This design comes from an exercise in tuning for small area, a short achievable clock period and few clock cycles on the open sky130 flow, not from production work. The RTL was checked by simulation tests, not by an equivalence proof against the original design. Power figures rest on the tool's default switching activity, not on a simulated workload.

**design/flow/design.v**
```verilog
module alu(
    input  wire [31:0] a,
    input  wire [31:0] b,
    input  wire        sub,
    input  wire [ 4:0] sa,
    input  wire        sh_left,
    input  wire        sh_arith,
    input  wire [15:0] imm,
    input  wire [31:0] hi,
    input  wire [31:0] lo,
    input  wire [31:0] link,
    input  wire [11:0] sel,    
    output wire [31:0] sum,
    output wire [31:0] result
);
wire        cout;
ksadd #(32) add(.a(a), .b(b ^ {32{sub}}), .cin(sub), .s(sum), .cout(cout));
wire slt  = (a[31] ^ b[31]) ? a[31] : sum[31];
wire sltu = ~cout;
function [31:0] rev(input [31:0] x);
    integer i;
    for (i = 0; i < 32; i = i + 1) rev[i] = x[31 - i];
endfunction
wire [31:0] shin  = sh_left ? rev(b) : b;
wire        fill  = sh_arith & b[31];
wire [31:0] shr   = (shin >> sa) | ({32{fill}} & ~(32'hffffffff >> sa));
wire [31:0] sft   = sh_left ? rev(shr) : shr;
assign result = ({32{sel[0]}}  & sum)
              | ({32{sel[1]}}  & {31'd0, slt})
              | ({32{sel[2]}}  & {31'd0, sltu})
              | ({32{sel[3]}}  & (a & b))
              | ({32{sel[4]}}  & (a | b))
              | ({32{sel[5]}}  & (a ^ b))
              | ({32{sel[6]}}  & ~(a | b))
              | ({32{sel[7]}}  & sft)
              | ({32{sel[8]}}  & {imm, 16'd0})
              | ({32{sel[9]}}  & hi)
              | ({32{sel[10]}} & lo)
              | ({32{sel[11]}} & link);
endmodule
module ksadd #(parameter W = 32) (
    input  wire [W-1:0] a,
    input  wire [W-1:0] b,
    input  wire         cin,
    output wire [W-1:0] s,
    output wire         cout
);
localparam L = (W <= 2) ? 1 : (W <= 4) ? 2 : (W <= 8) ? 3 : (W <= 16) ? 4 : (W <= 32) ? 5 : 6;
wire [W*(L+1)-1:0] G, P;
wire [W-1:0] p0 = a ^ b;
wire [W-1:0] g0 = a & b;
assign G[W-1:0] = {g0[W-1:1], g0[0] | (p0[0] & cin)};
assign P[W-1:0] = p0;
genvar l, i;
generate
    for (l = 0; l < L; l = l + 1) begin : LV
        for (i = 0; i < W; i = i + 1) begin : B
            if (i >= (1 << l)) begin : C
                assign G[(l+1)*W + i] = G[l*W + i] | (P[l*W + i] & G[l*W + i - (1 << l)]);
                assign P[(l+1)*W + i] = P[l*W + i] & P[l*W + i - (1 << l)];
            end else begin : T
                assign G[(l+1)*W + i] = G[l*W + i];
                assign P[(l+1)*W + i] = P[l*W + i];
            end
        end
    end
endgenerate
assign s    = p0 ^ {G[L*W +: W-1], cin};
assign cout = G[L*W + W-1];
endmodule
module regfile_2r1w(
    input         clk,
    input         resetn,
    input  [31:0] fmask,
    input  [ 4:0] ra1,
    input  [31:0] byp1,
    output [31:0] rd1,
    input  [ 4:0] ra2,
    input  [31:0] byp2,
    output [31:0] rd2,
    input         kill2x,
    input  [31:0] byp2x,
    output [31:0] rd2x,
    input         we1,
    input  [ 4:0] wa1,
    input  [31:0] wd1
);
reg  [31:0]   vld;
wire [1023:0] q;
assign q[31:0] = 32'b0;
genvar g;
generate
    for (g = 1; g < 32; g = g + 1) begin : R
        reg [31:0] r;
        always @(posedge clk)
            if (we1 && wa1 == g) r <= wd1;
        assign q[32*g +: 32] = r;
    end
endgenerate
always @(posedge clk) begin
    if (!resetn) vld <= 32'b0;
    else if (we1) vld[wa1] <= (wa1 != 5'd0);
end
wire [7:0] lo1 = 8'b1 << ra1[2:0];
wire [3:0] hi1 = 4'b1 << ra1[4:3];
wire [7:0] lo2 = 8'b1 << ra2[2:0];
wire [3:0] hi2 = 4'b1 << ra2[4:3];
function [31:0] grp(input [7:0] lo, input [7:0] v, input [255:0] d);
    integer j;
    begin
        grp = 32'b0;
        for (j = 0; j < 8; j = j + 1) grp = grp | ({32{lo[j] & v[j]}} & d[32*j +: 32]);
    end
endfunction
wire [31:0] g1 [3:0];
wire [31:0] g2 [3:0];
generate
    for (g = 0; g < 4; g = g + 1) begin : G
        assign g1[g] = grp(lo1, vld[8*g +: 8] & ~fmask[8*g +: 8], q[256*g +: 256]);
        assign g2[g] = grp(lo2, vld[8*g +: 8] & ~fmask[8*g +: 8], q[256*g +: 256]);
    end
endgenerate
function [31:0] top(input [3:0] hi, input [31:0] byp,
                    input [31:0] a0, input [31:0] a1, input [31:0] a2, input [31:0] a3);
    top = ({32{hi[0]}} & a0) | ({32{hi[1]}} & a1) |
          ({32{hi[2]}} & a2) | ({32{hi[3]}} & a3) | byp;
endfunction
assign rd1  = top(hi1,                byp1,  g1[0], g1[1], g1[2], g1[3]);
assign rd2  = top(hi2,                byp2,  g2[0], g2[1], g2[2], g2[3]);
assign rd2x = top(hi2 & {4{~kill2x}}, byp2x, g2[0], g2[1], g2[2], g2[3]);
endmodule
module muldiv(
    input  wire        clk,
    input  wire        resetn,
    input  wire        start_mul,
    input  wire        start_div,
    input  wire        sgn,
    input  wire [31:0] a,
    input  wire [31:0] b,
    input  wire        wr_hi,
    input  wire        wr_lo,
    input  wire [31:0] wdata,
    output reg  [31:0] hi,
    output reg  [31:0] lo,
    output wire        busy,
    output wire        busy_next
);
localparam IDLE = 3'd0, MUL = 3'd1, MFIN = 3'd2, DALN = 3'd3, DIT = 3'd4, FIX = 3'd5, DSH = 3'd6;
reg  [ 2:0] st;
reg  [ 4:0] cnt;
reg  [31:0] m;
reg  [31:0] mc;          
reg         cbit;        
reg         last;        
reg         qneg;        
reg         rneg;        
reg         fixmul;      
reg         lozero;      
reg         d_zero;      
reg         d_less;      
reg  [1:0]  d_k;         
assign busy = (st != IDLE);
assign busy_next = (st == IDLE) ? (start_mul | start_div) :
                   (st == MUL)  ? 1'b1 :
                   (st == MFIN) ? qneg :
                   (st != FIX);
wire [31:0] a_abs = (sgn & a[31]) ? (~a + 32'd1) : a;
wire [31:0] b_abs = (sgn & b[31]) ? (~b + 32'd1) : b;
wire [35:0] pp0 = lo[0] ? {4'd0, m}        : 36'd0;
wire [35:0] pp1 = lo[1] ? {3'd0, m, 1'b0}  : 36'd0;
wire [35:0] pp2 = lo[2] ? {2'd0, m, 2'b0}  : 36'd0;
wire [35:0] pp3 = lo[3] ? {1'd0, m, 3'b0}  : 36'd0;
wire [35:0] x0  = {4'd0, hi};
wire [35:0] x1  = {4'd0, mc};
wire [35:0] s1  = x0 ^ x1 ^ pp0;
wire [35:0] c1  = {((x0 & x1) | (x0 & pp0) | (x1 & pp0)), 1'b0};
wire [35:0] s2  = pp1 ^ pp2 ^ pp3;
wire [35:0] c2  = {((pp1 & pp2) | (pp1 & pp3) | (pp2 & pp3)), 1'b0};
wire [35:0] s3  = s1 ^ c1 ^ s2;
wire [35:0] c3  = {((s1 & c1) | (s1 & s2) | (c1 & s2)), 1'b0};
wire [35:0] s4  = s3 ^ c3 ^ c2;
wire [35:0] c4  = {((s3 & c3) | (s3 & c2) | (c3 & c2)), 1'b0};
wire [ 4:0] low = {1'b0, s4[3:0]} + {1'b0, c4[3:0]} + {4'd0, cbit};
wire [31:0] mfin = hi + mc + {31'd0, cbit};
wire [32:0] rsh   = {hi, lo[31]};
wire [32:0] diff  = rsh - {1'b0, m};
wire [31:0] aa    = {hi[30:0], lo[31]};    
wire        m_zero = (m == 32'd0);
wire [1:0]  ba = aa[31:24] != 0 ? 2'd3 : aa[23:16] != 0 ? 2'd2 : aa[15:8] != 0 ? 2'd1 : 2'd0;
wire [1:0]  bb = m[31:24]  != 0 ? 2'd3 : m[23:16]  != 0 ? 2'd2 : m[15:8]  != 0 ? 2'd1 : 2'd0;
wire [1:0]  bd = ba - bb;                  
wire [1:0]  k  = 2'd3 - bd;                
wire [63:0] aln = {32'd0, aa} << {d_k, 3'b000};
wire        hcin = ~fixmul | lozero;
always @(posedge clk) begin
    if (!resetn) begin
        st <= IDLE;
        hi <= 32'd0;
        lo <= 32'd0;
    end else begin
        case (st)
        IDLE: begin
            if (start_mul) begin
                m      <= a_abs;
                hi     <= 32'd0;
                mc     <= 32'd0;
                cbit   <= 1'b0;
                lo     <= b_abs;
                qneg   <= sgn & (a[31] ^ b[31]);
                rneg   <= sgn & (a[31] ^ b[31]);
                fixmul <= 1'b1;
                cnt    <= 5'd7;
                last   <= 1'b0;
                st     <= MUL;
            end else if (start_div) begin
                m      <= b_abs;
                hi     <= {1'b0, a_abs[31:1]};
                lo     <= {a_abs[0], 31'd0};
                qneg   <= sgn & (a[31] ^ b[31]);
                rneg   <= sgn & a[31];
                fixmul <= 1'b0;
                st     <= DALN;
            end else begin
                if (wr_hi) hi <= wdata;
                if (wr_lo) lo <= wdata;
            end
        end
        MUL: begin
            hi   <= s4[35:4];
            mc   <= c4[35:4];
            lo   <= {low[3:0], lo[31:4]};
            cbit <= low[4];
            cnt  <= cnt - 5'd1;
            last <= (cnt == 5'd1);
            if (last) st <= MFIN;
        end
        MFIN: begin
            hi <= mfin;
            lozero <= (lo == 32'd0);
            st <= qneg ? FIX : IDLE;
        end
        DALN: begin
            d_zero <= m_zero;
            d_less <= diff[32];
            d_k    <= k;
            cnt    <= {bd, 3'b111};
            st     <= DSH;
        end
        DSH: begin
            if (d_zero) begin
                hi <= aa;
                lo <= 32'hffffffff;
                st <= FIX;
            end else if (d_less) begin
                hi <= aa;
                lo <= 32'd0;
                st <= FIX;
            end else begin
                hi  <= aln[63:32];
                lo  <= aln[31:0];
                st  <= DIT;
            end
        end
        DIT: begin
            hi  <= diff[32] ? rsh[31:0] : diff[31:0];
            lo  <= {lo[30:0], ~diff[32]};
            cnt <= cnt - 5'd1;
            if (cnt == 5'd0) st <= FIX;
        end
        FIX: begin
            if (rneg) hi <= ~hi + {31'd0, hcin};
            if (qneg) lo <= ~lo + 32'd1;
            st <= IDLE;
        end
        default: st <= IDLE;
        endcase
    end
end
endmodule
module mycpu_top(
    input  wire        clk,
    input  wire        resetn,
    output wire        inst_sram_en,
    output wire [ 3:0] inst_sram_wen,
    output wire [31:0] inst_sram_addr,
    output wire [31:0] inst_sram_wdata,
    input  wire [31:0] inst_sram_rdata,
    output wire        data_sram_en,
    output wire [ 3:0] data_sram_wen,
    output wire [31:0] data_sram_addr,
    output wire [31:0] data_sram_wdata,
    input  wire [31:0] data_sram_rdata,
    output wire [31:0] debug_wb_pc,
    output wire [ 3:0] debug_wb_rf_wen,
    output wire [ 4:0] debug_wb_rf_wnum,
    output wire [31:0] debug_wb_rf_wdata
);
reg  [13:0] fe_pc;       
reg         id_valid;
reg  [13:0] id_pc;
reg         ex_valid;
reg  [13:0] ex_pc;
reg  [31:0] ex_a, ex_b;    
reg  [31:0] ex_sd;         
reg  [15:0] ex_imm;
reg         ex_la2, ex_la1, ex_lb2, ex_lb1;    
reg         ex_wr;
reg  [ 4:0] ex_dest;
reg         ex_load, ex_store;
reg         ex_sub, ex_useimm;
reg  [11:0] ex_sel;
reg         ex_sh_left, ex_sh_arith, ex_sh_var;
reg         ex_br, ex_jr, ex_pred;
reg  [ 5:0] ex_brt;      
reg         ex_mul, ex_div, ex_msgn, ex_mthi, ex_mtlo, ex_hilo;
reg         ex_addsub;   
reg         mem_valid;
reg  [13:0] mem_pc;
reg  [31:0] mem_res;     
reg  [31:0] mem_sd;      
reg         mem_wr;
reg  [ 4:0] mem_dest;
reg         mem_load;
reg         mem_en;      
reg         mem_st;      
reg         wb_valid;
reg  [13:0] wb_pc;
reg  [31:0] wb_res;
reg         wb_wr;
reg  [ 4:0] wb_dest;
reg         wb_load;
reg         dbg_wen;
reg  [13:0] dbg_pc;
reg  [ 4:0] dbg_wnum;
reg  [31:0] dbg_wdata;
wire        md_busy, md_busy_next;
reg         stall_q;     
reg         fetch_en_q;  
wire [31:0] hi, lo;
wire stall = stall_q;
wire        redirect;
wire [13:0] redirect_pc;
assign inst_sram_en    = fetch_en_q;
assign inst_sram_wen   = 4'b0;
assign inst_sram_wdata = 32'b0;
assign inst_sram_addr  = {16'hbfc0, fe_pc, 2'b00};
wire [31:0] ir = inst_sram_rdata;
wire [ 5:0] op = ir[31:26];
wire [ 5:0] fn = ir[5:0];
wire [ 4:0] rs = ir[25:21];
wire [ 4:0] rt = ir[20:16];
wire [ 4:0] rd = ir[15:11];
wire op_sp    = (op == 6'b000000);
wire op_ri    = (op == 6'b000001);
wire i_j      = (op == 6'b000010);
wire i_jal    = (op == 6'b000011);
wire i_beq    = (op == 6'b000100);
wire i_bne    = (op == 6'b000101);
wire i_blez   = (op == 6'b000110);
wire i_bgtz   = (op == 6'b000111);
wire i_addi   = (op == 6'b001000) | (op == 6'b001001);
wire i_slti   = (op == 6'b001010);
wire i_sltiu  = (op == 6'b001011);
wire i_andi   = (op == 6'b001100);
wire i_ori    = (op == 6'b001101);
wire i_xori   = (op == 6'b001110);
wire i_lui    = (op == 6'b001111);
wire i_lw     = (op == 6'b100011);
wire i_sw     = (op == 6'b101011);
wire f_add    = op_sp & ((fn == 6'b100000) | (fn == 6'b100001));
wire f_sub    = op_sp & ((fn == 6'b100010) | (fn == 6'b100011));
wire f_and    = op_sp & (fn == 6'b100100);
wire f_or     = op_sp & (fn == 6'b100101);
wire f_xor    = op_sp & (fn == 6'b100110);
wire f_nor    = op_sp & (fn == 6'b100111);
wire f_slt    = op_sp & (fn == 6'b101010);
wire f_sltu   = op_sp & (fn == 6'b101011);
wire f_sll    = op_sp & (fn == 6'b000000);
wire f_srl    = op_sp & (fn == 6'b000010);
wire f_sra    = op_sp & (fn == 6'b000011);
wire f_sllv   = op_sp & (fn == 6'b000100);
wire f_srlv   = op_sp & (fn == 6'b000110);
wire f_srav   = op_sp & (fn == 6'b000111);
wire f_jr     = op_sp & (fn == 6'b001000);
wire f_jalr   = op_sp & (fn == 6'b001001);
wire f_mfhi   = op_sp & (fn == 6'b010000);
wire f_mthi   = op_sp & (fn == 6'b010001);
wire f_mflo   = op_sp & (fn == 6'b010010);
wire f_mtlo   = op_sp & (fn == 6'b010011);
wire f_mult   = op_sp & ((fn == 6'b011000) | (fn == 6'b011001));
wire f_div    = op_sp & ((fn == 6'b011010) | (fn == 6'b011011));
wire ri_link  = op_ri & rt[4];
wire cond_br  = i_beq | i_bne | i_blez | i_bgtz | op_ri;
wire f_shift  = f_sll | f_srl | f_sra | f_sllv | f_srlv | f_srav;
wire d_wr_rd  = f_add | f_sub | f_and | f_or | f_xor | f_nor | f_slt | f_sltu |
                f_shift | f_mfhi | f_mflo | f_jalr;
wire d_wr_rt  = i_addi | i_slti | i_sltiu | i_andi | i_ori | i_xori | i_lui | i_lw;
wire d_wr_31  = i_jal | ri_link;
wire [4:0] d_dest = d_wr_rd ? rd : d_wr_rt ? rt : d_wr_31 ? 5'd31 : 5'd0;
wire       d_wr   = d_wr_rd | d_wr_rt | d_wr_31;
wire uses_rs = ~(i_j | i_jal);
wire uses_rt = op_sp | i_beq | i_bne | i_sw;
wire [31:0] rf_rd1, rf_rd2, rf_rd2x;
wire [31:0] ex_result;
wire [31:0] wb_value = wb_load ? data_sram_rdata : wb_res;
wire ex_hit_a  = ex_valid & ex_wr & (ex_dest == rs) & (rs != 5'd0);
wire ex_hit_b  = ex_valid & ex_wr & (ex_dest == rt) & (rt != 5'd0);
wire mem_hit_a = mem_valid & mem_wr & (mem_dest == rs) & (rs != 5'd0);
wire mem_hit_b = mem_valid & mem_wr & (mem_dest == rt) & (rt != 5'd0);
wire wb_hit_a  = wb_valid & wb_wr & (wb_dest == rs) & (rs != 5'd0);
wire wb_hit_b  = wb_valid & wb_wr & (wb_dest == rt) & (rt != 5'd0);
wire [31:0] fmask   = (({31'd0, ex_valid  & ex_wr } << ex_dest)  |
                       ({31'd0, mem_valid & mem_wr} << mem_dest) |
                       ({31'd0, wb_valid  & wb_wr } << wb_dest)) & 32'hfffffffe;
wire        hit_a   = ex_hit_a | mem_hit_a | wb_hit_a;
wire        hit_b   = ex_hit_b | mem_hit_b | wb_hit_b;
wire [31:0] fwd_a   = ex_hit_a ? ex_result : mem_hit_a ? mem_res : wb_value;
wire [31:0] fwd_b   = ex_hit_b ? ex_result : mem_hit_b ? mem_res : wb_value;
wire [31:0] d_a     = rf_rd1;
wire [31:0] d_b     = rf_rd2;
wire        d_useimm = i_addi | i_slti | i_sltiu | i_andi | i_ori | i_xori | i_lw | i_sw;
wire        d_zext   = i_andi | i_ori | i_xori;
wire [31:0] d_immx   = {{16{ir[15] & ~d_zext}}, ir[15:0]};
wire [31:0] d_bop    = rf_rd2x;
wire d_la2 = ex_hit_a & ex_load & uses_rs;
wire d_lb2 = ex_hit_b & ex_load & uses_rt;
wire d_la1 = ~ex_hit_a & mem_hit_a & mem_load & uses_rs;
wire d_lb1 = ~ex_hit_b & mem_hit_b & mem_load & uses_rt;
wire        ex_zero;     
wire id_jr     = f_jr | f_jalr;
wire jr_fast   = id_jr & ((ex_hit_a & ~ex_load) | (~ex_hit_a & mem_hit_a & ~mem_load));
wire [13:0] jr_tgt = ex_hit_a ? ex_result[15:2] : mem_res[15:2];
wire br_fast   = (i_beq | i_bne) & (rt == 5'd0) & ex_hit_a & ex_addsub;
wire br_fast_t = i_beq ? ex_zero : ~ex_zero;
wire [13:0] br_tgt;
wire        br_tgt_co;
ksadd #(14) tgt_add(.a(fe_pc), .b(ir[13:0]), .cin(1'b0), .s(br_tgt), .cout(br_tgt_co));
wire        pred_br = cond_br & ir[15];
wire        id_pred = br_fast ? br_fast_t : pred_br;
wire        id_take = id_valid & (i_j | i_jal | id_pred);
wire [13:0] id_tgt  = (i_j | i_jal) ? ir[13:0] : br_tgt;
regfile_2r1w regfile(
    .clk    (clk),
    .resetn (resetn),
    .ra1      (rs),
    .fmask    (fmask),
    .byp1     (fwd_a & {32{hit_a}}),
    .rd1      (rf_rd1),
    .ra2      (rt),
    .byp2     (fwd_b & {32{hit_b}}),
    .rd2      (rf_rd2),
    .kill2x   (d_useimm),
    .byp2x    (d_useimm ? d_immx : (fwd_b & {32{hit_b}})),
    .rd2x     (rf_rd2x),
    .we1    (wb_valid & wb_wr),
    .wa1    (wb_dest),
    .wd1    (wb_value)
);
always @(posedge clk) begin
    if (!resetn) begin
        fe_pc    <= 14'd1;           
        id_valid <= 1'b0;
    end else if (!stall) begin
        fe_pc    <= redirect ? redirect_pc :
                    (id_valid & jr_fast) ? jr_tgt :
                    id_take ? id_tgt : fe_pc + 14'd1;
        id_valid <= ~redirect;
    end
end
always @(posedge clk) begin
    if (!stall) id_pc <= fe_pc;
end
always @(posedge clk) begin
    if (!resetn) begin
        ex_valid <= 1'b0;
    end else if (!stall) begin
        ex_valid <= id_valid;
    end
end
always @(posedge clk) begin
    if (!stall) begin
        ex_pc       <= id_pc;
        ex_a        <= d_a;
        ex_b        <= d_bop;
        ex_sd       <= d_b;
        ex_imm      <= cond_br ? {2'b00, br_tgt} : ir[15:0];    
        ex_la2      <= d_la2;
        ex_la1      <= d_la1;
        ex_lb2      <= d_lb2;
        ex_lb1      <= d_lb1;
        ex_wr       <= d_wr;
        ex_dest     <= d_dest;
        ex_load     <= i_lw;
        ex_store    <= i_sw;
        ex_sub      <= f_sub | f_slt | f_sltu | i_slti | i_sltiu;
        ex_useimm   <= d_useimm;
        ex_sel      <= {f_jalr | d_wr_31,                     
                        f_mflo, f_mfhi, i_lui, f_shift,
                        f_nor, f_xor | i_xori, f_or | i_ori, f_and | i_andi,
                        f_sltu | i_sltiu, f_slt | i_slti,
                        f_add | f_sub | i_addi | i_lw | i_sw};
        ex_sh_left  <= f_sll | f_sllv;
        ex_sh_arith <= f_sra | f_srav;
        ex_sh_var   <= f_sllv | f_srlv | f_srav;
        ex_br       <= cond_br;
        ex_jr       <= f_jr | f_jalr;
        ex_pred     <= id_jr ? jr_fast : id_pred;
        ex_addsub   <= (f_add | f_sub | i_addi) & ~(i_lw);
        ex_brt      <= {op_ri & rt[0], op_ri & ~rt[0], i_bgtz, i_blez, i_bne, i_beq};
        ex_mul      <= f_mult;
        ex_div      <= f_div;
        ex_msgn     <= ~fn[0];
        ex_mthi     <= f_mthi;
        ex_mtlo     <= f_mtlo;
        ex_hilo     <= f_mult | f_div | f_mthi | f_mtlo | f_mfhi | f_mflo;
    end else begin
        if (ex_la1) ex_a <= wb_value;
        if (ex_lb1) begin
            ex_sd <= wb_value;
            if (!ex_useimm) ex_b <= wb_value;
        end
        ex_la1 <= ex_la2;
        ex_lb1 <= ex_lb2;
        ex_la2 <= 1'b0;
        ex_lb2 <= 1'b0;
    end
end
wire [31:0] alu_b   = ex_b;
wire [13:0] ex_seq  = ex_pc + 14'd2;
wire [13:0] ex_tgt  = ex_imm[13:0];
wire [31:0] ex_link = {(ex_pc > 14'h3ffd) ? 16'hbfc1 : 16'hbfc0, ex_seq, 2'b00};
wire [31:0] ex_sum;
alu alu(
    .a        (ex_a),
    .b        (alu_b),
    .sub      (ex_sub),
    .sa       (ex_sh_var ? ex_a[4:0] : ex_imm[10:6]),
    .sh_left  (ex_sh_left),
    .sh_arith (ex_sh_arith),
    .imm      (ex_imm),
    .hi       (hi),
    .lo       (lo),
    .link     (ex_link),
    .sel      (ex_sel),
    .sum      (ex_sum),
    .result   (ex_result)
);
wire [31:0] zb = alu_b ^ {32{ex_sub}};
assign ex_zero = &(~(ex_a ^ zb ^ {ex_a[30:0] | zb[30:0], ex_sub}));
wire a_eq   = (ex_a == ex_b);
wire a_zero = (ex_a == 32'd0);
wire a_neg  = ex_a[31];
wire taken  = (ex_brt[0] & a_eq) | (ex_brt[1] & ~a_eq) |
              (ex_brt[2] & (a_neg | a_zero)) | (ex_brt[3] & ~(a_neg | a_zero)) |
              (ex_brt[4] & a_neg) | (ex_brt[5] & ~a_neg);
assign redirect    = ex_valid & ~stall &
                     ((ex_br & (taken ^ ex_pred)) | (ex_jr & ~ex_pred & (ex_a[15:2] != ex_seq)));
assign redirect_pc = ex_jr ? ex_a[15:2] : taken ? ex_tgt : ex_seq;
muldiv md(
    .clk       (clk),
    .resetn    (resetn),
    .start_mul (ex_valid & ~stall & ex_mul),
    .start_div (ex_valid & ~stall & ex_div),
    .sgn       (ex_msgn),
    .a         (ex_a),
    .b         (ex_b),
    .wr_hi     (ex_valid & ~stall & ex_mthi),
    .wr_lo     (ex_valid & ~stall & ex_mtlo),
    .wdata     (ex_a),
    .hi        (hi),
    .lo        (lo),
    .busy      (md_busy),
    .busy_next (md_busy_next)
);
wire n_ex_valid = stall ? ex_valid : id_valid;
wire n_late     = stall ? (ex_la2 | ex_lb2) : (d_la2 | d_la1 | d_lb2 | d_lb1);
wire n_hilo     = stall ? ex_hilo : (f_mult | f_div | f_mthi | f_mtlo | f_mfhi | f_mflo);
wire n_stall    = n_ex_valid & (n_late | (n_hilo & md_busy_next));
always @(posedge clk) begin
    if (!resetn) begin
        stall_q    <= 1'b0;
        fetch_en_q <= 1'b1;
    end else begin
        stall_q    <= n_stall;
        fetch_en_q <= ~n_stall;
    end
end
wire ex_go = ex_valid & ~stall;
always @(posedge clk) begin
    if (!resetn) begin
        mem_valid <= 1'b0;
        mem_en    <= 1'b0;
        mem_st    <= 1'b0;
    end else begin
        mem_valid <= ex_go;
        mem_en    <= ex_go & (ex_load | ex_store);
        mem_st    <= ex_go & ex_store;
    end
end
always @(posedge clk) begin
    mem_pc   <= ex_pc;
    mem_res  <= ex_result;
    mem_sd   <= ex_sd;
    mem_wr   <= ex_wr;
    mem_dest <= ex_dest;
    mem_load <= ex_load;
end
assign data_sram_en    = mem_en;
assign data_sram_wen   = {4{mem_st}};
assign data_sram_addr  = mem_res;
assign data_sram_wdata = mem_sd;
always @(posedge clk) begin
    if (!resetn) wb_valid <= 1'b0;
    else         wb_valid <= mem_valid;
end
always @(posedge clk) begin
    wb_pc   <= mem_pc;
    wb_res  <= mem_res;
    wb_wr   <= mem_wr;
    wb_dest <= mem_dest;
    wb_load <= mem_load;
end
always @(posedge clk) begin
    if (!resetn) dbg_wen <= 1'b0;
    else         dbg_wen <= wb_valid & wb_wr & (wb_dest != 5'd0);
end
always @(posedge clk) begin
    dbg_pc    <= wb_pc;
    dbg_wnum  <= wb_dest;
    dbg_wdata <= wb_value;
end
assign debug_wb_pc       = {16'hbfc0, dbg_pc, 2'b00};
assign debug_wb_rf_wen   = {4{dbg_wen}};
assign debug_wb_rf_wnum  = dbg_wnum;
assign debug_wb_rf_wdata = dbg_wdata;
endmodule
```
**design/flow/flow/run.sh**
```bash
#!/bin/bash
# The standard layout (standard.sh), with two knobs changed:
#  - port buffers are buf_4 cells instead of the default delay-cell buffers
set -euo pipefail
bash standard.sh "BUFFER_PORTS_ARGS=-buffer_cell sky130_fd_sc_hd__buf_4" \
    SETUP_SLACK_MARGIN=6.8 finish > make_finish.log 2>&1
```
**design/flow/standard.sh**
```bash
#!/bin/bash
# synth_recipe.tcl (not shown) runs the flow's synth.tcl, then flattens the netlist and writes it again
# the make line also repeats each setting of config.mk as NAME=value (left out here)
make -C /OpenROAD-flow-scripts/flow DESIGN_CONFIG=/design/flow/config.mk WORK_HOME=/design/flow/orfs CLKGATE_MAP_FILE= SYNTH_SCRIPT=/design/flow/synth_recipe.tcl "${@:-finish}"
```
**design/flow/config.mk**
```make
export PLATFORM = sky130hd
export DESIGN_NAME = mycpu_top
export DESIGN_NICKNAME = mycpu_top
export VERILOG_FILES = /design/flow/design.v
export SDC_FILE = /design/flow/constraint.sdc
export NUM_CORES = 4
export LEC_CHECK = 0
export CAP_MARGIN = 10
export CORE_MARGIN = 2
export CORE_UTILIZATION = 45
export CTS_CLUSTER_DIAMETER = 100
export CTS_CLUSTER_SIZE = 18
export SLEW_MARGIN = 10
```
**design/flow/constraint.sdc**
```tcl
create_clock -name core_clock -period 11.0 [get_ports {clk}]
set_input_delay 2.2000 -clock core_clock [delete_from_list [all_inputs] [get_ports {clk}]]
set_output_delay 2.2000 -clock core_clock [all_outputs]
set_load 0.01 [all_outputs]
```
==> impl_metrics.tcl, run 1 <==
set metrics [dict create \
    outcome "finished clean" \
    synthArstFlopShare_pct 0 \
    route.met2.wl_um 189200 \
    slew_violations 0 \
    path_class "in -> reg" \
    synth_top_area_share_pct 42.68 \
    cts.sink_count 1566 \
    setup_viol_count_final 0 \
    design_area_mm2 0.1023 \
    slew_headroom_pct 14.75 \
    layout-drive-gt1-share_pct 16.87 \
    die_w_um 446.3 \
    pwr-share-seq_pct 40.9 \
    clk_pin_slew_ps 90 \
    vias_per_cell 7.110 \
    avgSynthCellArea_um2 10.52 \
    r2r_slack_ps 6650 \
    required_ps 11550 \
    synth-seq-cells 1566 \
    dieArea_mm2 0.1992 \
    synth_warnings 4 \
    ant_nets 0 \
    route.met3.wl_um 53340 \
    drt_wl_total_um 436800 \
    io_pins 277 \
    nets 9029 \
    netlist_instances 8371 \
    hold_viol 0 \
    placed_area_mm2 0.09327 \
    cts_root_buf "clkbuf_16" \
    gp_congestion 1.037 \
    whs_endpoint "dbg_pc[7]" \
    p_int_mw 10.70 \
    critPathLaunchType "primary input" \
    finClkSkew_ps 70.71 \
    p_leak_nw 36.53 \
    grt_max_degree 133 \
    hold_buffers 0 \
    yosys-top-cells-area "edfxtp_1 (43%), dfxtp_1 (7.2%), ha_1 (3.2%)" \
    syn_to_final_growth_pct 16.22 \
    final_util_pct 52.58 \
    drt-initial-drc-count 14820 \
    worstPathArrival_ps 4970 \
    path_max_fanout 32 \
    grt.total_usage_pct 41.96 \
    wl_per_cell_um 38.81 \
    synth_most_common_cell "edfxtp_1" \
    grt_pass1_wl_um 588900 \
    portBuffers 204 \
    p_comb_share_pct 36.1 \
    cts_tree "yes" \
    fillers 17210 \
    min_period_over_period_pct 40.15 \
    worstMarginPinSlew_ps 1277 \
    rsz0062_at_grt "true" \
    wl_met1_um 149200 \
    cts.path.max_buffers 3 \
    grt_pass1_vias 73360 \
    ir_drop_mv 0.1623 \
    hold_path_depth 0 \
    grt-ovfl-total 0 \
    power_density_mw_per_mm2 169.2 \
    r2r_cells 11 \
    drc_errors 0 \
    cts_buffers 101 \
    yosysSeqAreaShare_pct 49.84 \
    top_layer_used "met5" \
    antenna_found_initial 19 \
    hp-class "reg -> reg" \
    insertion_delay_ps 830 \
    place_hpwl_um 287200 \
    drt_first_pass_iters 13 \
    synth_area_mm2 0.08803 \
    num_vias 80030 \
    rows 162 \
    fin_tns_setup_ps 0 \
    switching_power_mw 6.615 \
    r2r-start "ex_dest[1]" \
    die_height_um 446.3 \
    coreArea_mm2 0.1946 \
    r2r_end "ex_sd[22]" \
    h-tree-depth 3 \
    yosys.area.top_type "edfxtp_1" \
    start_util_pct 45.24 \
    synth_flop_cell "edfxtp_1" \
    synth_edf_count 1251 \
    ys_top_cells_by_count "edfxtp_1 (1251), nand2_1 (699), a21oi_1 (562), clkbuf_1 (540), nor2_1 (481)" \
    cp-end-kind "flop" \
    hold_start "wb_pc[7]" \
    p_clk_share_pct 23.0 \
    fmax_mhz 226.4 \
    maxCapViolations 0 \
    min_period_ps 4417 \
    synth_cell_types 103 \
    power_switching_share_pct 38.21 \
]
[worst max-delay path, stage by stage]
cell and delay (ps):
clkbuf_16 150, nand3_4 170, nor4_4 50, buf_6 240
a222oi_1 340, nand4_1 640, o211ai_1 550, o21ai_2 180
a211oi_2 280, a21oi_1 110
[flip-flops by register name, indices dropped and copies added (netlist names), 6 cells and up]
register,flops
regfile.R.r,992
dbg_wdata,32
ex_a,32
ex_b,32
ex_sd,32
md.hi,32
md.lo,32
md.m,32
md.mc,32
mem_res,32
mem_sd,32
wb_res,32
regfile.vld,31
ex_imm,16
dbg_pc,14
ex_pc,14
fe_pc,14
id_pc,14
mem_pc,14
wb_pc,14
ex_sel,12
ex_brt,6
[kinds of logic (layout without fill, tap and decap cells)]
family                     after synthesis  after routing  share of synthesized area (%)
AOI/OAI and AO/OA                     2566           2568                          20.72
DFF                                   1566           1566                          49.84
buffers and inverters                 1094           1340                          5.086
other                                    2             92                       0.008531
and+or+nand+nor                       2204           2209                          11.80
xor gates and xnor gates               316            316                          3.144
muxes                                  266            266                          3.228
adders and majority gates              357            357                          6.174
[final cells by class]
cell class	count	area [um2]	share of cell area, %
antenna	20	50.05	0.04892
clock buffer	173	2840	2.776
clock inverter	18	235.2	0.2299
inverter	376	1470	1.437
multi-input combinational	5788	43380	42.41
sequential	1566	43910	42.92
tap	2542	3181	3.109
timing repair buffer	772	7232	7.069
timing repair inverter	1	5.005	0.004892
[worst max-delay path by stage]
stage	from	endpoint	slack, ps	cells after the start
after global placement	inst_sram_rdata[28]	fe_pc[13]	4770	13
after CTS	inst_sram_rdata[17]	ex_sd[22]	6690	11
after detailed placement	inst_sram_rdata[28]	fe_pc[13]	4730	13
after floorplan	inst_sram_rdata[24]	fe_pc[12]	6250	12
after global routing	inst_sram_rdata[16]	ex_sd[27]	6660	13
final	inst_sram_rdata[18]	ex_sd[27]	6580	10
[layout by cell type, fill, tap and decap left out, types with 145 or more instances in the layout]
cell	netlist	final
a21oi_1	562	521
a221oi_1	305	270
a222oi_1	225	225
a22oi_1	366	358
buf_4	87	628
dfxtp_1	315	291
edfxtp_1	1251	1251
ha_1	228	214
inv_1	368	345
mux2i_1	235	211
nand2_1	699	681
nand3_1	342	327
nor2_1	481	418
nor3_1	172	145
o21ai_0	373	324
xnor2_1	219	216
[power groups by stage]
stage	sequential, mW	combinational, mW	clock (mW)
after floorplan	6.89	3.69	0
after global placement	7.23	5.46	0
after detailed placement	7.23	5.50	0
after CTS	7.06	5.84	3.98
after global routing	7.07	6.61	4.17
final	7.08	6.25	3.98
[repair_timing]
action	4_1_cts	5_1_grt
pin swaps	66	103
cloned	13	22
endpoints found under the setup margin	180	135
gates resized for setup	392	291
setup buffers	142	122
[metal layers]
layer	track usage, %	vias up
li1	-	32560
met1	50.96	39070
met2	63.68	6788
met3	10.70	1594
met4	32.89	8
met5	0	-
[stage by stage]
| stage | hold WS [ps] | setup WS, ps | power (mW) | instances |
|---|---|---|---|---|
| after floorplan | 309.6 | 6254 | 10.59 | 8441 |
| after global placement | 312.6 | 4774 | 12.69 | 10740 |
| after detailed placement | 313.2 | 4728 | 12.73 | 10740 |
| after CTS | 330.0 | 6691 | 16.89 | 11090 |
| after global routing | 336.3 | 6656 | 17.85 | 11240 |
| final | 327.3 | 6583 | 17.31 | 11260 |
Testbench counts, summed over its fixed seeds: cycles 39,777.
==> run 2, diff against run 1 <==
--- a/design/flow/config.mk
+++ b/design/flow/config.mk
@@ -8,5 +8,5 @@
 export CAP_MARGIN = 10
 export CORE_MARGIN = 2
-export CORE_UTILIZATION = 45
+export CORE_UTILIZATION = 50
 export CTS_CLUSTER_DIAMETER = 100
 export CTS_CLUSTER_SIZE = 18
==> impl_metrics.tcl, run 2 <==
set metrics [dict create \
    insertion_delay_ps 820 \
    top_layer_used "met5" \
    h-tree-depth 3 \
    synth_warnings 4 \
    grt-ovfl-total 0 \
    clk_pin_slew_ps 90 \
    vias_per_cell 7.248 \
    worst_slack_ps 6552 \
    start_util_pct 50.48 \
    antenna_found_initial 32 \
    grt.total_usage_pct 45.68 \
    yosys-top-cells-area "edfxtp_1 (43%), dfxtp_1 (7.2%), ha_1 (3.2%)" \
    synth_area_mm2 0.08803 \
    r2r_cells 9 \
    ir_drop_mv 0.1580 \
    hold_ws_ps 322.8 \
    synth_top_area_share_pct 42.68 \
    synth_cell_types 103 \
    cp_slowest_cell "nand4_1" \
    drt_first_pass_iters 12 \
    ant_nets 0 \
    synth_most_common_cell "edfxtp_1" \
    portBuffers 204 \
    io_pins 277 \
    r2r_slack_ps 6610 \
    required_ps 11570 \
    layout-drive-gt1-share_pct 16.60 \
    r2r-start "ex_dest[3]" \
    rsz0062_at_grt "true" \
    die_w_um 423.6 \
    route.met2.wl_um 185000 \
    maxCapViolations 0 \
    num_vias 79940 \
    critPathLaunchType "primary input" \
    drc_errors 0 \
    cts_tree "yes" \
    drt_wl_total_um 429500 \
    dieArea_mm2 0.1794 \
    setup_viol_count_final 0 \
    drt-initial-drc-count 15450 \
    critPathMaxStageDelay_ps 870 \
    largest_reg_flops 992 \
    hold_viol 0 \
    grt_pass1_vias 72770 \
    yosysSeqAreaShare_pct 49.84 \
    die_height_um 423.6 \
    route.met3.wl_um 55660 \
    fmax_mhz 224.8 \
    dp_slack_ps 4829 \
    path_class "in -> reg" \
    slew_violations 0 \
    path_cells "buf_12 > or3b_4 > nor4_4 > buf_12 > a222oi_1 > nand4_1 > o211ai_1 > o21ai_2 > o31a_1" \
    finClkSkew_ps 83.59 \
    outcome "finished clean" \
    synth-seq-cells 1566 \
    yosys.area.top_type "edfxtp_1" \
    cts.path.max_buffers 3 \
    r2r_end "ex_a[3]" \
    p_total_mw 17.23 \
    cpMostUsedCell "buf_12" \
    hold_start "mem_pc[7]" \
    cts_root_buf "clkbuf_16" \
    place_hpwl_um 282400 \
    avgSynthCellArea_um2 10.52 \
    nets 9030 \
    whs_endpoint "wb_pc[7]" \
    worstMarginPinSlew_ps 1320 \
    wl_met1_um 143900 \
    p_leak_nw 36.52 \
    cp-end-kind "flop" \
    synth_flop_cell "edfxtp_1" \
    grt_pass1_wl_um 579600 \
    gp_congestion 1.051 \
    min_period_over_period_pct 40.43 \
    wl_per_cell_um 38.94 \
    rows 153 \
    hp-class "reg -> reg" \
    min_period_ps 4448 \
    slew_headroom_pct 11.99 \
    coreArea_mm2 0.1744 \
    path_max_fanout 8 \
    ys_top_cells_by_count "edfxtp_1 (1251), nand2_1 (699), a21oi_1 (562), clkbuf_1 (540), nor2_1 (481)" \
    regMostFlops "regfile.R.r" \
    netlist_instances 8371 \
    synthArstFlopShare_pct 0 \
    cts.sink_count 1566 \
    grt_max_degree 75 \
    syn_to_final_growth_pct 15.68 \
    cts_buffers 100 \
    power_density_mw_per_mm2 169.2 \
    hold_path_depth 0 \
    worstPathArrival_ps 5020 \
    layout_commonest_cell "edfxtp_1" \
    final_cell_mix "edfxtp_1 (1251), nand2_1 (683), buf_4 (630)" \
    fin_tns_setup_ps 0 \
    synth_edf_count 1251 \
]
[run 2: area by class of cell]
type / instances / area, um2
inverter: 376 / 1476
clock buffer: 176 / 2840
fill: 14800 / 72560
clock inverter: 13 / 209.0
tap: 2325 / 2909
timing repair buffer: 776 / 7271
sequential: 1566 / 43900
multi-input combinational: 5787 / 43200
antenna: 10 / 25.02
[run 2: routing by layer]
metal  vias to the layer above  GRT usage (%)
li1                      32530              -
met1                     38950          55.80
met2                      6826          67.51
met3                      1607          12.39
met4                        16          37.98
met5                         -              0
[run 2: kinds of logic (layout without fill, tap and decap cells)]
kind of cell    count (synthesis)  in the layout  share of synthesized area, %
fa+ha+maj                     357            357                         6.174
flops                        1566           1566                         49.84
xor+xnor                      316            316                         3.144
mux                           266            266                         3.228
other cells                     2             82                      0.008531
compound gates               2566           2568                         20.72
simple gates                 2204           2208                         11.80
buf+inv                      1094           1341                         5.086
[run 2: critical path: cells and delay by family]
family          cells  cell delay [ps]
compound gates      4             1240
simple gates        3             1270
buf+inv             2              300
[run 2: repair_timing]
item / CTS / global route
pin swaps: 49 / 141
endpoints found under the setup margin: 177 / 138
resized for setup: 346 / 332
hold buffers: 0 / 0
hold endpoints to repair: 0 / 0
gates cloned: 12 / 19
setup buffers: 110 / 164
[run 2: worst max-delay path by stage]
stage	end	start	slack, ps
6_report	ex_a[3]	inst_sram_rdata[23]	6550
5_1_grt	ex_a[3]	inst_sram_rdata[23]	6590
4_1_cts	ex_a[24]	mem_dest[1]	6670
3_5_place_dp	fe_pc[13]	inst_sram_rdata[25]	4830
3_3_place_gp	ex_b[3]	inst_sram_rdata[16]	4520
2_1_floorplan	fe_pc[12]	inst_sram_rdata[24]	6250
[run 2: per-stage QoR]
stage	utilization, %	area (um2)	cells
2_1_floorplan	-	89260	8441
3_3_place_gp	53.28	92920	10520
3_5_place_dp	53.29	92940	10520
4_1_cts	56.59	98700	10830
5_1_grt	58.38	101800	11020
6_report	58.39	101800	11030
[run 2: power breakdown]
group | switching [mW] | leakage (nW) | internal (mW) | total, mW
registers | 0.429 | 14.5 | 6.63 | 7.05
logic | 3.97 | 20.6 | 2.27 | 6.24
clock network | 2.15 | 1.44 | 1.78 | 3.93
total | 6.55 | 36.5 | 10.7 | 17.2
==> run 3, diff against run 2 <==
--- a/design/flow/flow/run.sh
+++ b/design/flow/flow/run.sh
@@ -4,3 +4,3 @@
 set -euo pipefail
 bash standard.sh "BUFFER_PORTS_ARGS=-buffer_cell sky130_fd_sc_hd__buf_4" \
-    SETUP_SLACK_MARGIN=6.8 finish > make_finish.log 2>&1
+    SETUP_SLACK_MARGIN=6.9 finish > make_finish.log 2>&1
--- a/design/flow/config.mk
+++ b/design/flow/config.mk
@@ -8,5 +8,5 @@
 export CAP_MARGIN = 10
 export CORE_MARGIN = 2
-export CORE_UTILIZATION = 50
+export CORE_UTILIZATION = 45
 export CTS_CLUSTER_DIAMETER = 100
 export CTS_CLUSTER_SIZE = 18
==> impl_metrics.tcl, run 3 <==
set metrics [dict create \
    outcome "failed layout checks" \
    so_faults "max-slew violations" \
    yosys.area.top_type "edfxtp_1" \
    finClkSkew_ps 85.40 \
    num_vias 81330 \
    hp-class "reg -> reg" \
    drc_errors 0 \
    p_total_mw 17.56 \
    h-tree-depth 3 \
    synth_top_area_share_pct 42.68 \
    dieArea_mm2 0.1992 \
    maxCapViolations 0 \
    worst_slack_ps 6594 \
    synth_cell_types 103 \
    synth-seq-cells 1566 \
    grt-ovfl-total 0 \
    critPathLaunchType "primary input" \
    worstMarginPinSlew_ps 1685 \
    fin_cells 11410 \
    place_hpwl_um 286900 \
    clk_pin_slew_ps 90 \
    dp_cells 10740 \
    hold_viol 0 \
    grt_pass1_vias 73400 \
    portBuffers 204 \
    io_pins 277 \
    final_cell_mix "edfxtp_1 (1251), buf_4 (719), nand2_1 (675)" \
    worstPathArrival_ps 4970 \
    min_period_over_period_pct 40.05 \
    drt_wl_total_um 439500 \
    p_leak_nw 37.85 \
    avgSynthCellArea_um2 10.52 \
    slew_violations 1 \
    fmax_mhz 227.0 \
    drt-initial-drc-count 15850 \
    grt.total_usage_pct 41.69 \
    min_period_ps 4406 \
    path_class "in -> reg" \
    antenna_found_initial 25 \
    insertion_delay_ps 850 \
    layout_commonest_cell "edfxtp_1" \
    path_max_fanout 7 \
    power_density_mw_per_mm2 166.8 \
    synth_area_mm2 0.08803 \
    cts.path.max_buffers 3 \
    synthArstFlopShare_pct 0 \
    synth_flop_cell "edfxtp_1" \
    largest_reg_flops 992 \
    cts_buffers 103 \
    wl_per_cell_um 38.53 \
    grt_pass1_wl_um 586200 \
    synth_most_common_cell "edfxtp_1" \
    coreArea_mm2 0.1946 \
    cp-end-kind "flop" \
    vias_per_cell 7.131 \
    gp_congestion 1.018 \
    layout-drive-gt1-share_pct 19.75 \
    ir_drop_mv 0.1408 \
    hold_buffers 0 \
    slew_headroom_pct -12.31 \
    rsz0062_at_grt "true" \
    dp_slack_ps 4683 \
    regMostFlops "regfile.R.r" \
    die_w_um 446.3 \
    die_height_um 446.3 \
    final_util_pct 54.10 \
    netlist_instances 8371 \
    synth_edf_count 1251 \
    start_util_pct 45.24 \
    drt_first_pass_iters 14 \
    ys_top_cells_by_count "edfxtp_1 (1251), nand2_1 (699), a21oi_1 (562), clkbuf_1 (540), nor2_1 (481)" \
    cts_tree "yes" \
    fin_tns_setup_ps 0 \
    yosysSeqAreaShare_pct 49.84 \
    cts_root_buf "clkbuf_16" \
    setup_viol_count_final 0 \
    rows 162 \
    ant_nets 0 \
    yosys-top-cells-area "edfxtp_1 (43%), dfxtp_1 (7.2%), ha_1 (3.2%)" \
    required_ps 11560 \
    grt_max_degree 75 \
    cts.sink_count 1566 \
    synth_warnings 4 \
    nets 9185 \
    syn_to_final_growth_pct 19.59 \
]
## run 3: cell count changes in the layout (fill, tap and decap cells not counted), sizes merged, moves of 4 or more
cell      change
clkinv       +10
buf         +142
clkinvlp      -4
clkbuf        +6
## run 3: path summary, 6_finish.rpt
kind	startpoint	to	slack [ps]	cells past startpoint
min reg2reg	mem_pc[1]	wb_pc[1]	330	0
max reg2reg	ex_a[4]	fe_pc[0]	6720	14
max	inst_sram_rdata[23]	ex_a[1]	6590	9
min	mem_pc[1]	wb_pc[1]	330	0
## run 3: kinds of logic after synthesis
| kind of cell | synth area share [%] |
|---|---|
| AOI/OAI and AO/OA | 20.72 |
| and+or+nand+nor | 11.80 |
| DFF | 49.84 |
| buffers and inverters | 5.086 |
| adders and majority gates | 6.174 |
| xor gates and xnor gates | 3.144 |
| muxes | 3.228 |
| other | 0.008531 |
## run 3: metal layers
metal / global-route usage [%] / routed length, um
met5: 0 / 91
met4: 32.22 / 44950
met3: 11.16 / 53910
met2: 63.99 / 191000
met1: 49.85 / 149500
## run 3: layout make-up
class                           instances  area [um2]
Antenna cell                           12       30.03
Clock buffer                          172        2869
Fill cell                           16920       89310
Inverter                              376        1499
Clock inverter                         22       325.3
Multi-Input combinational cell       5788       44290
Tap cell                             2542        3181
Timing Repair Buffer                  927        9175
Sequential cell                      1566       43900
## run 3: metrics by stage
stage / hold WS, ps / area, um2
final: 327.5 / 105300
after floorplan: 309.6 / 89520
after global routing: 331.2 / 105200
after CTS: 329.7 / 100600
after global placement: 309.6 / 93370
after detailed placement: 312.1 / 93380
## run 3: where the power goes
group	switching [mW]	leakage, nW	internal, mW
logic	4.11	21.8	2.39
clock network	2.23	1.52	1.84
registers	0.370	14.5	6.63
## run 3: worst max-delay path: stages
cell and delay (ps):
buf_12 110, or3b_4 280, nor4_4 50, buf_6 170
buf_12 140, a222oi_1 1370, a22oi_2 200, a2111oi_2 360
a21oi_1 70
## run 3: timing repair
action | CTS | global route
gates cloned | 17 | 30
resized for setup | 454 | 504
buffers inserted | 177 | 230
pin swaps | 97 | 206
endpoints found under the setup margin | 189 | 180
==> run 4, diff against run 3 <==
--- a/design/flow/design.v
+++ b/design/flow/design.v
@@ -72,14 +72,8 @@
     input         clk,
     input         resetn,
-    input  [31:0] fmask,
     input  [ 4:0] ra1,
-    input  [31:0] byp1,
     output [31:0] rd1,
     input  [ 4:0] ra2,
-    input  [31:0] byp2,
     output [31:0] rd2,
-    input         kill2x,
-    input  [31:0] byp2x,
-    output [31:0] rd2x,
     input         we1,
     input  [ 4:0] wa1,
@@ -88,4 +82,5 @@
 reg  [31:0]   vld;
 wire [1023:0] q;
+wire [31:0]   s1, s2;
 assign q[31:0] = 32'b0;
 genvar g;
@@ -97,4 +92,8 @@
         assign q[32*g +: 32] = r;
     end
+    for (g = 0; g < 32; g = g + 1) begin : SEL
+        assign s1[g] = (ra1 == g) & vld[g];
+        assign s2[g] = (ra2 == g) & vld[g];
+    end
 endgenerate
 always @(posedge clk) begin
@@ -102,31 +101,13 @@
     else if (we1) vld[wa1] <= (wa1 != 5'd0);
 end
-wire [7:0] lo1 = 8'b1 << ra1[2:0];
-wire [3:0] hi1 = 4'b1 << ra1[4:3];
-wire [7:0] lo2 = 8'b1 << ra2[2:0];
-wire [3:0] hi2 = 4'b1 << ra2[4:3];
-function [31:0] grp(input [7:0] lo, input [7:0] v, input [255:0] d);
-    integer j;
+function [31:0] aor(input [31:0] s, input [1023:0] d);
+    integer k;
     begin
-        grp = 32'b0;
-        for (j = 0; j < 8; j = j + 1) grp = grp | ({32{lo[j] & v[j]}} & d[32*j +: 32]);
-    end
-endfunction
-wire [31:0] g1 [3:0];
-wire [31:0] g2 [3:0];
-generate
-    for (g = 0; g < 4; g = g + 1) begin : G
-        assign g1[g] = grp(lo1, vld[8*g +: 8] & ~fmask[8*g +: 8], q[256*g +: 256]);
-        assign g2[g] = grp(lo2, vld[8*g +: 8] & ~fmask[8*g +: 8], q[256*g +: 256]);
+        aor = 32'b0;
+        for (k = 1; k < 32; k = k + 1) aor = aor | ({32{s[k]}} & d[32*k +: 32]);
     end
-endgenerate
-function [31:0] top(input [3:0] hi, input [31:0] byp,
-                    input [31:0] a0, input [31:0] a1, input [31:0] a2, input [31:0] a3);
-    top = ({32{hi[0]}} & a0) | ({32{hi[1]}} & a1) |
-          ({32{hi[2]}} & a2) | ({32{hi[3]}} & a3) | byp;
 endfunction
-assign rd1  = top(hi1,                byp1,  g1[0], g1[1], g1[2], g1[3]);
-assign rd2  = top(hi2,                byp2,  g2[0], g2[1], g2[2], g2[3]);
-assign rd2x = top(hi2 & {4{~kill2x}}, byp2x, g2[0], g2[1], g2[2], g2[3]);
+assign rd1 = aor(s1, q);
+assign rd2 = aor(s2, q);
 endmodule
 module muldiv(
@@ -304,5 +285,7 @@
 reg  [31:0] ex_sd;         
 reg  [15:0] ex_imm;
-reg         ex_la2, ex_la1, ex_lb2, ex_lb1;    
+reg         fa_m, fa_w, fa_d, fa_ld;
+reg         fb_m, fb_w, fb_d, fb_ld;
+reg         fs_m, fs_w, fs_d, fs_ld;
 reg         ex_wr;
 reg  [ 4:0] ex_dest;
@@ -401,5 +384,5 @@
 wire uses_rs = ~(i_j | i_jal);
 wire uses_rt = op_sp | i_beq | i_bne | i_sw;
-wire [31:0] rf_rd1, rf_rd2, rf_rd2x;
+wire [31:0] rf_rd1, rf_rd2;
 wire [31:0] ex_result;
 wire [31:0] wb_value = wb_load ? data_sram_rdata : wb_res;
@@ -410,26 +393,25 @@
 wire wb_hit_a  = wb_valid & wb_wr & (wb_dest == rs) & (rs != 5'd0);
 wire wb_hit_b  = wb_valid & wb_wr & (wb_dest == rt) & (rt != 5'd0);
-wire [31:0] fmask   = (({31'd0, ex_valid  & ex_wr } << ex_dest)  |
-                       ({31'd0, mem_valid & mem_wr} << mem_dest) |
-                       ({31'd0, wb_valid  & wb_wr } << wb_dest)) & 32'hfffffffe;
-wire        hit_a   = ex_hit_a | mem_hit_a | wb_hit_a;
-wire        hit_b   = ex_hit_b | mem_hit_b | wb_hit_b;
-wire [31:0] fwd_a   = ex_hit_a ? ex_result : mem_hit_a ? mem_res : wb_value;
-wire [31:0] fwd_b   = ex_hit_b ? ex_result : mem_hit_b ? mem_res : wb_value;
-wire [31:0] d_a     = rf_rd1;
-wire [31:0] d_b     = rf_rd2;
 wire        d_useimm = i_addi | i_slti | i_sltiu | i_andi | i_ori | i_xori | i_lw | i_sw;
 wire        d_zext   = i_andi | i_ori | i_xori;
 wire [31:0] d_immx   = {{16{ir[15] & ~d_zext}}, ir[15:0]};
-wire [31:0] d_bop    = rf_rd2x;
-wire d_la2 = ex_hit_a & ex_load & uses_rs;
-wire d_lb2 = ex_hit_b & ex_load & uses_rt;
-wire d_la1 = ~ex_hit_a & mem_hit_a & mem_load & uses_rs;
-wire d_lb1 = ~ex_hit_b & mem_hit_b & mem_load & uses_rt;
+wire [31:0] d_bop    = d_useimm ? d_immx : rf_rd2;
+wire da_m  = uses_rs & ex_hit_a;
+wire da_w  = uses_rs & ~ex_hit_a & mem_hit_a;
+wire da_d  = uses_rs & ~ex_hit_a & ~mem_hit_a & wb_hit_a;
+wire da_ld = ex_hit_a ? ex_load : mem_load;
+wire ub    = uses_rt & ~d_useimm;
+wire us    = i_sw;
+wire dt_m  = ex_hit_b;
+wire dt_w  = ~ex_hit_b & mem_hit_b;
+wire dt_d  = ~ex_hit_b & ~mem_hit_b & wb_hit_b;
+wire dt_ld = ex_hit_b ? ex_load : mem_load;
+wire d_nr  = (da_ld & (da_m | da_w)) | ((ub | us) & dt_ld & (dt_m | dt_w));
 wire        ex_zero;     
 wire id_jr     = f_jr | f_jalr;
 wire jr_fast   = id_jr & ((ex_hit_a & ~ex_load) | (~ex_hit_a & mem_hit_a & ~mem_load));
 wire [13:0] jr_tgt = ex_hit_a ? ex_result[15:2] : mem_res[15:2];
-wire br_fast   = (i_beq | i_bne) & (rt == 5'd0) & ex_hit_a & ex_addsub;
+wire br_fast   = (i_beq | i_bne) &
+                 (((rt == 5'd0) & ex_hit_a & ex_addsub) | ((rs == 5'd0) & ex_hit_b & ex_addsub));
 wire br_fast_t = i_beq ? ex_zero : ~ex_zero;
 wire [13:0] br_tgt;
@@ -443,14 +425,8 @@
     .clk    (clk),
     .resetn (resetn),
-    .ra1      (rs),
-    .fmask    (fmask),
-    .byp1     (fwd_a & {32{hit_a}}),
-    .rd1      (rf_rd1),
-    .ra2      (rt),
-    .byp2     (fwd_b & {32{hit_b}}),
-    .rd2      (rf_rd2),
-    .kill2x   (d_useimm),
-    .byp2x    (d_useimm ? d_immx : (fwd_b & {32{hit_b}})),
-    .rd2x     (rf_rd2x),
+    .ra1    (rs),
+    .rd1    (rf_rd1),
+    .ra2    (rt),
+    .rd2    (rf_rd2),
     .we1    (wb_valid & wb_wr),
     .wa1    (wb_dest),
@@ -481,12 +457,20 @@
     if (!stall) begin
         ex_pc       <= id_pc;
-        ex_a        <= d_a;
+        ex_a        <= rf_rd1;
         ex_b        <= d_bop;
-        ex_sd       <= d_b;
+        ex_sd       <= rf_rd2;
         ex_imm      <= cond_br ? {2'b00, br_tgt} : ir[15:0];    
-        ex_la2      <= d_la2;
-        ex_la1      <= d_la1;
-        ex_lb2      <= d_lb2;
-        ex_lb1      <= d_lb1;
+        fa_m        <= da_m;
+        fa_w        <= da_w;
+        fa_d        <= da_d;
+        fa_ld       <= da_ld;
+        fb_m        <= ub & dt_m;
+        fb_w        <= ub & dt_w;
+        fb_d        <= ub & dt_d;
+        fb_ld       <= dt_ld;
+        fs_m        <= us & dt_m;
+        fs_w        <= us & dt_w;
+        fs_d        <= us & dt_d;
+        fs_ld       <= dt_ld;
         ex_wr       <= d_wr;
         ex_dest     <= d_dest;
@@ -515,25 +499,24 @@
         ex_hilo     <= f_mult | f_div | f_mthi | f_mtlo | f_mfhi | f_mflo;
     end else begin
-        if (ex_la1) ex_a <= wb_value;
-        if (ex_lb1) begin
-            ex_sd <= wb_value;
-            if (!ex_useimm) ex_b <= wb_value;
-        end
-        ex_la1 <= ex_la2;
-        ex_lb1 <= ex_lb2;
-        ex_la2 <= 1'b0;
-        ex_lb2 <= 1'b0;
+        if (fa_d) ex_a  <= dbg_wdata;
+        if (fb_d) ex_b  <= dbg_wdata;
+        if (fs_d) ex_sd <= dbg_wdata;
+        fa_d <= fa_w;  fa_w <= fa_m;  fa_m <= 1'b0;
+        fb_d <= fb_w;  fb_w <= fb_m;  fb_m <= 1'b0;
+        fs_d <= fs_w;  fs_w <= fs_m;  fs_m <= 1'b0;
     end
 end
-wire [31:0] alu_b   = ex_b;
+wire [31:0] op_a  = fa_m ? mem_res : fa_w ? wb_res : fa_d ? dbg_wdata : ex_a;
+wire [31:0] alu_b = fb_m ? mem_res : fb_w ? wb_res : fb_d ? dbg_wdata : ex_b;
+wire [31:0] op_sd = fs_m ? mem_res : fs_w ? wb_res : fs_d ? dbg_wdata : ex_sd;
 wire [13:0] ex_seq  = ex_pc + 14'd2;
 wire [13:0] ex_tgt  = ex_imm[13:0];
-wire [31:0] ex_link = {(ex_pc > 14'h3ffd) ? 16'hbfc1 : 16'hbfc0, ex_seq, 2'b00};
+wire [31:0] ex_link = {16'hbfc0, ex_pc, 2'b00} + 32'd8;
 wire [31:0] ex_sum;
 alu alu(
-    .a        (ex_a),
+    .a        (op_a),
     .b        (alu_b),
     .sub      (ex_sub),
-    .sa       (ex_sh_var ? ex_a[4:0] : ex_imm[10:6]),
+    .sa       (ex_sh_var ? op_a[4:0] : ex_imm[10:6]),
     .sh_left  (ex_sh_left),
     .sh_arith (ex_sh_arith),
@@ -547,14 +530,14 @@
 );
 wire [31:0] zb = alu_b ^ {32{ex_sub}};
-assign ex_zero = &(~(ex_a ^ zb ^ {ex_a[30:0] | zb[30:0], ex_sub}));
-wire a_eq   = (ex_a == ex_b);
-wire a_zero = (ex_a == 32'd0);
-wire a_neg  = ex_a[31];
+assign ex_zero = &(~(op_a ^ zb ^ {op_a[30:0] | zb[30:0], ex_sub}));
+wire a_eq   = (op_a == alu_b);
+wire a_zero = (op_a == 32'd0);
+wire a_neg  = op_a[31];
 wire taken  = (ex_brt[0] & a_eq) | (ex_brt[1] & ~a_eq) |
               (ex_brt[2] & (a_neg | a_zero)) | (ex_brt[3] & ~(a_neg | a_zero)) |
               (ex_brt[4] & a_neg) | (ex_brt[5] & ~a_neg);
 assign redirect    = ex_valid & ~stall &
-                     ((ex_br & (taken ^ ex_pred)) | (ex_jr & ~ex_pred & (ex_a[15:2] != ex_seq)));
-assign redirect_pc = ex_jr ? ex_a[15:2] : taken ? ex_tgt : ex_seq;
+                     ((ex_br & (taken ^ ex_pred)) | (ex_jr & ~ex_pred & (op_a[15:2] != ex_seq)));
+assign redirect_pc = ex_jr ? op_a[15:2] : taken ? ex_tgt : ex_seq;
 muldiv md(
     .clk       (clk),
@@ -563,9 +546,9 @@
     .start_div (ex_valid & ~stall & ex_div),
     .sgn       (ex_msgn),
-    .a         (ex_a),
-    .b         (ex_b),
+    .a         (op_a),
+    .b         (alu_b),
     .wr_hi     (ex_valid & ~stall & ex_mthi),
     .wr_lo     (ex_valid & ~stall & ex_mtlo),
-    .wdata     (ex_a),
+    .wdata     (op_a),
     .hi        (hi),
     .lo        (lo),
@@ -574,5 +557,5 @@
 );
 wire n_ex_valid = stall ? ex_valid : id_valid;
-wire n_late     = stall ? (ex_la2 | ex_lb2) : (d_la2 | d_la1 | d_lb2 | d_lb1);
+wire n_late     = stall ? ((fa_ld & fa_m) | (fb_ld & fb_m) | (fs_ld & fs_m)) : d_nr;
 wire n_hilo     = stall ? ex_hilo : (f_mult | f_div | f_mthi | f_mtlo | f_mfhi | f_mflo);
 wire n_stall    = n_ex_valid & (n_late | (n_hilo & md_busy_next));
@@ -601,5 +584,5 @@
     mem_pc   <= ex_pc;
     mem_res  <= ex_result;
-    mem_sd   <= ex_sd;
+    mem_sd   <= op_sd;
     mem_wr   <= ex_wr;
     mem_dest <= ex_dest;
==> design/flow/flow/run.sh (replaced) <==
#!/bin/bash
# The standard layout (standard.sh), with these knobs changed:
#  - port buffers are buf_8 cells instead of the default delay-cell buffers
#  - a lower placement density and one site of padding, for the router
# The SDC, clock period and every other step are the standard flow's own.
set -euo pipefail
bash standard.sh "BUFFER_PORTS_ARGS=-buffer_cell sky130_fd_sc_hd__buf_8" \
    SETUP_SLACK_MARGIN=6.5 PLACE_DENSITY=0.45 CELL_PAD_IN_SITES_DETAIL_PLACEMENT=1 \
    finish > make_finish.log 2>&1
==> design/flow/config.mk (replaced) <==
export PLATFORM = sky130hd
export DESIGN_NAME = mycpu_top
export DESIGN_NICKNAME = mycpu_top
export VERILOG_FILES = /design/flow/design.v
export SDC_FILE = /design/flow/constraint.sdc
export NUM_CORES = 4
export LEC_CHECK = 0
export CAP_MARGIN = 20
export CORE_MARGIN = 2
export CORE_UTILIZATION = 35
export SLEW_MARGIN = 20
==> impl_metrics.tcl, run 4 <==
set metrics [dict create \
    wl_met1_um 193200 \
    synth-xor-area-share_pct 3.055 \
    place_hpwl_um 356300 \
    syn_to_final_growth_pct 19.95 \
    synth_warnings 4 \
    grt_max_degree 85 \
    min_period_ps 4731 \
    cp-end-kind "flop" \
    regMostFlops "regfile.R.r" \
    layout-drive-gt1-share_pct 18.01 \
    path_class "reg -> reg" \
    dp_cells 11530 \
    synthAdderAreaFrac_pct 6.101 \
    finClkSkew_ps 136.2 \
    num_vias 83560 \
    ant_nets 0 \
    synth_top_area_share_pct 39.06 \
    worstPathArrival_ps 5470 \
    dieArea_mm2 0.2580 \
    layout_commonest_cell "edfxtp_1" \
    final_cell_mix "edfxtp_1 (1156), a22oi_1 (528), nand2_1 (485)" \
    vias_per_cell 6.921 \
    clk_pin_slew_ps 60 \
    outcome "finished clean" \
    slew_headroom_pct 14.81 \
    drt_wl_total_um 533400 \
    design_area_mm2 0.1066 \
    grt_pass1_vias 80430 \
    synth_compound_area_share_pct 20.98 \
    synth_top_family_by_area "compound AO/OA/AOI/OAI gates" \
    synth-seq-cells 1572 \
    hold_buffers 0 \
    start_util_pct 35.29 \
    path_max_fanout 7 \
    cts_root_buf "clkbuf_16" \
    synth_edf_count 1156 \
    insertion_delay_ps 960 \
    fin_cells 12070 \
    cts.sink_count 1572 \
    maxCapViolations 0 \
    rows 184 \
    synth_flop_cell "edfxtp_1" \
    hp-class "reg -> reg" \
    yosysSeqAreaShare_pct 48.43 \
    rsz0062_at_grt "true" \
    placed_area_mm2 0.09574 \
    coreArea_mm2 0.2519 \
    wl_per_cell_um 44.18 \
    netlist_instances 8384 \
    drt_first_pass_iters 9 \
    fin_tns_setup_ps 0 \
    cts_tree "yes" \
    critPathLaunchType "flop" \
    drc_errors 0 \
    route.met2.wl_um 235000 \
    top_layer_used "met5" \
    synth_area_mm2 0.08888 \
    die_w_um 507.9 \
    yosys.area.top_type "edfxtp_1" \
    grt-ovfl-total 0 \
    grt.total_usage_pct 39.76 \
    grt_pass1_wl_um 707400 \
    yosys-top-cells-area "edfxtp_1 (39%), dfxtp_1 (9.4%), a22oi_1 (4.5%)" \
    portBuffers 204 \
    synth.area.mux_share_pct 4.715 \
    required_ps 11740 \
    drt-initial-drc-count 12880 \
    largest_reg_flops 992 \
    synthSimpleGateAreaFrac_pct 11.63 \
    avgSynthCellArea_um2 10.60 \
    worstMarginPinSlew_ps 1278 \
    ys_top_cells_by_count "edfxtp_1 (1156), clkbuf_1 (545), a22oi_1 (528), nor2_1 (527), nand2_1 (490)" \
    nets 8976 \
    ir_drop_mv 0.1616 \
    p_leak_nw 39.39 \
    io_pins 277 \
    h-tree-depth 4 \
    antenna_found_initial 30 \
    die_height_um 507.9 \
    cts_buffers 184 \
    route.met3.wl_um 58880 \
    slew_violations 0 \
    synth_cell_types 106 \
    synth_most_common_cell "edfxtp_1" \
    power_density_mw_per_mm2 172.1 \
    cts.path.max_buffers 3 \
    fmax_mhz 211.4 \
    gp_congestion 1.024 \
    min_period_over_period_pct 43.01 \
    setup_viol_count_final 0 \
    hold_viol 0 \
    synthArstFlopShare_pct 0 \
]
==> run 4: final cells by class <==
cell class                      count  area, um2
Fill cell                       27130     145300
Tap cell                         3348       4189
Timing Repair Buffer              648       7044
Multi-Input combinational cell   5807      44430
Sequential cell                  1572      43100
Antenna cell                       14      35.03
Clock inverter                    103       1419
Inverter                          341       1339
Clock buffer                      241       5055
==> run 4: path summary, 6_finish.rpt <==
kind                  start        to  slack (ps)  cells past startpoint
hold reg to reg   mem_pc[7]  wb_pc[7]         330                      0
hold / removal    mem_pc[7]  wb_pc[7]         330                      0
setup reg to reg       fb_d  fe_pc[1]        6270                     13
setup / recovery       fb_d  fe_pc[1]        6270                     13
==> run 4: cell families after synthesis <==
group / count (synthesis)
mux: 377
simple gates: 2101
flops: 1572
buf+inv: 1081
fa+ha+maj: 356
other cells: 2
xor+xnor: 310
compound gates: 2585
==> run 4: timing repair <==
action | in CTS | in global routing
gates resized for setup | 271 | 263
pin swaps | 26 | 65
buffers inserted | 42 | 125
endpoints found under the setup margin | 143 | 80
gates cloned | 9 | 9
==> run 4: routing by layer <==
layer / up-vias / track usage [%]
li1: 32450 / -
met1: 42550 / 48.30
met2: 6568 / 61.79
met3: 1972 / 10.38
met4: 20 / 27.10
met5: - / 0
==> run 4: report_power, final <==
part	switching, mW	internal, mW	leakage, nW
combinational	3.26	1.66	22.0
clock	2.87	3.78	3.11
sequential	0.320	6.46	14.3
total	6.45	11.9	39.4
==> run 4: worst max-delay path, stage by stage, from the launching register on <==
cell	delay, ps
dfxtp_4	430
buf_12	160
mux2i_1	590
a211o_2	440
inv_1	210
mux2i_1	270
mux2i_1	160
mux2i_2	400
o21ai_0	140
o21a_1	160
a2111o_1	410
a31o_1	460
o31a_1	390
a221o_1	350
==> run 4: per-stage QoR <==
| step | hold WS [ps] | worst slack (ps) | power, mW | util (%) |
|---|---|---|---|---|
| after floorplan | 309.6 | 6449 | 9.580 | - |
| after global placement | 310.6 | 4732 | 11.51 | 37.99 |
| after detailed placement | 313.5 | 4613 | 11.56 | 38.01 |
| after CTS | 326.9 | 6412 | 18.23 | 41.31 |
| after global routing | 332.2 | 6297 | 18.88 | 42.32 |
| final | 326.7 | 6269 | 18.35 | 42.33 |
Testbench counts of run 4, summed over its fixed seeds: cycles 39,777.

## separate check: timing with driven ports
Ports are ideal in the flow. The routed layouts listed here were re-timed in OpenROAD. Step 1, drivers: a clkbuf_16 drives clk and a buf_2 each remaining input, both assumed. Step 2 adds t to the input delays and takes it off the output delays; t is the mean of the earliest and latest rising clock arrival at the registers after step 1. Input paths then give back, and output paths get back, about the clock's delay inside the block. Three values: ideal ports, drivers, drivers and shift; two values: the first two.
run | t (ns) | slack for setup (ns) | worst hold slack (ns) | worst setup path at the end | clock arrival spread, ns
run 1 | 0.893 | 6.583 / 6.457 / 5.564 | 0.327 / 0.327 / 0.327 | input to register | 0.073 / 0.074
run 2 | 0.883 | 6.552 / 6.499 / 5.616 | 0.323 / 0.323 / 0.323 | input to register | 0.091 / 0.091
run 3 | 0.899 | 6.594 / 6.439 / 5.540 | 0.327 / 0.327 / 0.327 | input to register | 0.085 / 0.086
run 4 | 0.991 | 6.269 / 6.269 / 5.365 | 0.327 / 0.327 / 0.327 | input to register | 0.137 / 0.138
For run 3, which loses most, drivers alone change the setup slack by -0.155 ns; drivers and shift together by -1.054 ns.
